Context: an optimization exercise on an open-source flow, tuned for small area. The choices shown serve that exercise and are no tape-out recipe. Function was checked by simulation only, so behaviour that the tests miss may differ from the original. No activity file was given, so power comes from the tool's default toggle rates.

// tholin_riscv
module tholin_riscv(
    output [15:0] bus_out,
    input [15:0] bus_in,
    output le_lo,
    output le_hi,
    output OEb,
    output WEb_lo,
    output WEb_hi,
    output bus_dir,
    output SCLK,
    output SDO,
    input SDI,
    output TXD,
    input RXD,
    output reg [5:0] PORT_dir,
    output reg [5:0] PORT_out,
    input [5:0] PORT_in,
    input clk,
    input rst_n
);
reg [2:0] irqs;
reg io_int_enable;
reg uart_int_enable;
reg timer_int_enable;
reg last_io_state;
wire [1:0] highest_irq = irqs[2] ? 3 : (irqs[1] ? 2 : (irqs[0] ? 1 : 0));
reg [1:0] current_irq;
reg [31:0] PC;
reg [31:0] PCE;
reg [31:0] tmr0;
reg [31:0] tmr1;
reg [31:0] tmr0_pre;
reg [31:0] tmr1_pre;
reg [31:0] tmr0_top;
reg [31:0] tmr1_top;
reg [31:0] tmr0_pre_ctr;
reg [31:0] tmr1_pre_ctr;
reg [29:0] intr_vec;
reg [31:0] requested_addr;
reg is_write;
reg [31:0] mem_io;
reg [1:0] io_size;
reg [1:0] ret_state;
wire [2:0] ret_cycle = {ret_state[1], ret_state};
reg int_enabled;
reg [3:0] cycle;
localparam FETCH = 0;
localparam MEM1 = 1;
localparam MEM2 = 2;
localparam MEM3 = 3;
localparam MEM4 = 4;
localparam MEM5 = 5;
localparam EXEC1 = 6;
localparam LOAD = 7;
localparam MUL = 8;
localparam DIV1 = 9;
localparam DIV2 = 10;
wire le_lo_pre = cycle == MEM1 || cycle == MEM4;
assign le_lo = le_lo_pre;
wire le_hi_pre = cycle == MEM2;
assign le_hi = le_hi_pre;
wire WEb = !((cycle == MEM3 || cycle == MEM5) && is_write);
assign bus_dir = !(le_lo_pre || le_hi_pre || (!WEb));
assign OEb = !((cycle == MEM3 || cycle == MEM5) && !is_write);
assign WEb_lo = !(io_size != 0 || requested_addr[0] == 0) || WEb;
assign WEb_hi = !(io_size != 0 || requested_addr[0] == 1) || WEb;
reg [15:0] bus_out_c;
always @(*) begin
    case(cycle)
        default: bus_out_c = 0;
  ...
Size in the first run: roughly 63 I/O pins, about 0.093 mm2 of cells after synthesis.
make LEC_CHECK=0 CAP_MARGIN=20 CORE_MARGIN=2 CORE_UTILIZATION=45 CTS_BUF_LIST='sky130_fd_sc_hd__clkbuf_4 sky130_fd_sc_hd__clkbuf_8' PLACE_DENSITY=0.55 SLEW_MARGIN=20 SYNTH_HIERARCHICAL=1 finish   # period 15.0 ns
run.sh (not shown) runs the stock make flow with config.mk's settings and CLKGATE_MAP_FILE= SYNTH_SCRIPT=/design/flow/synth_recipe.tcl, a recipe that flattens the netlist after the stock synthesis.
The starting point passed the timing, DRC and antenna checks.
Rerun with:
Settings changed: CTS_BUF_LIST sky130_fd_sc_hd__clkbuf_4 sky130_fd_sc_hd__clkbuf_8 to sky130_fd_sc_hd__clkbuf_8.
=> Maximum frequency hardly moves; synthesized cell count is unchanged; non-clock buffer count is lower by 1; combinational power hardly moves; flip-flop and latch count stays the same; hold slack is about the same; via count barely changes.

---

Another version of the RTL of tholin_riscv (not shown whole).
For scale: about 9000 cells after synthesis.
==> flow/config.mk <==
export PLATFORM = sky130hd
export DESIGN_NAME = tholin_riscv
export DESIGN_NICKNAME = tholin_riscv
export VERILOG_FILES = /design/flow/design.v
export SDC_FILE = /design/flow/constraint.sdc
export NUM_CORES = 4
export LEC_CHECK = 0
export CAP_MARGIN = 20
export CORE_MARGIN = 2
export CORE_UTILIZATION = 50
export CTS_BUF_LIST = sky130_fd_sc_hd__clkbuf_16
export CTS_CLUSTER_DIAMETER = 50
export CTS_CLUSTER_SIZE = 20
export PLACE_DENSITY = 0.6
export SLEW_MARGIN = 20
export SYNTH_HIERARCHICAL = 1
==> flow/constraint.sdc <==
create_clock -name core_clock -period 15.0 [get_ports {clk}]
set_input_delay 3.0000 -clock core_clock [delete_from_list [all_inputs] [get_ports {clk}]]
set_output_delay 3.0000 -clock core_clock [all_outputs]
set_load 0.01 [all_outputs]
==> next run, changes <==
--- a/flow/config.mk
+++ b/flow/config.mk
@@ -10,5 +10,3 @@
-export CORE_UTILIZATION = 50
-export CTS_BUF_LIST = sky130_fd_sc_hd__clkbuf_16
-export CTS_CLUSTER_DIAMETER = 50
-export CTS_CLUSTER_SIZE = 20
-export PLACE_DENSITY = 0.6
+export CORE_UTILIZATION = 45
+export CTS_BUF_LIST = sky130_fd_sc_hd__clkbuf_8
+export PLACE_DENSITY = 0.55
=>
- non-clock buffer count shrinks by 8
- setup slack improves by 270 ps
- utilization came out lower by 5.5 points
- power hardly moves
- maximum frequency rises by 2.0%
- sequential cell count stays the same
- cell area barely changes
- via count goes up by 0.37%
- count of clock-buffer cells in the layout rises by 179

==> separate check: timing with driven ports <==
How much do the figures lean on ideal ports? The routed layouts below were timed once more, with nothing changed but the port constraints. Step 1: set_driving_cell puts a clkbuf_16 on clk and a buf_2 on each other input, an assumption about the parent block. Step 2 adds t to the input delays and takes it off the output delays; t is the mean of the earliest and latest rising clock arrival at the registers after step 1. Input paths then give back, and output paths get back, about the clock's delay inside the block. Slacks: ideal / step 1 / step 2; pairs: ideal / step 1.
| run | t, ns | slack for setup (ns) | hold WS [ns] | clock arrival spread, ns |
|---|---|---|---|---|
| the first run of note 1 | 1.135 | 1.441 / 1.518 / 0.382 | 0.455 / 0.455 / 0.455 | 0.113 / 0.113 |
| the second run of note 1 | 1.145 | 1.411 / 1.486 / 0.341 | 0.455 / 0.455 / 0.455 | 0.123 / 0.122 |
| the first run of note 2 | 0.940 | 1.154 / 1.230 / 0.290 | 0.457 / 0.457 / 0.457 | 0.075 / 0.076 |
| the second run of note 2 | 1.123 | 1.423 / 1.462 / 0.339 | 0.448 / 0.448 / 0.448 | 0.118 / 0.118 |
After both steps every run listed still meets setup and hold. The setup slack of the second run of note 2, which loses most, moves by +0.039 ns with the drivers and by -1.084 ns with both steps.
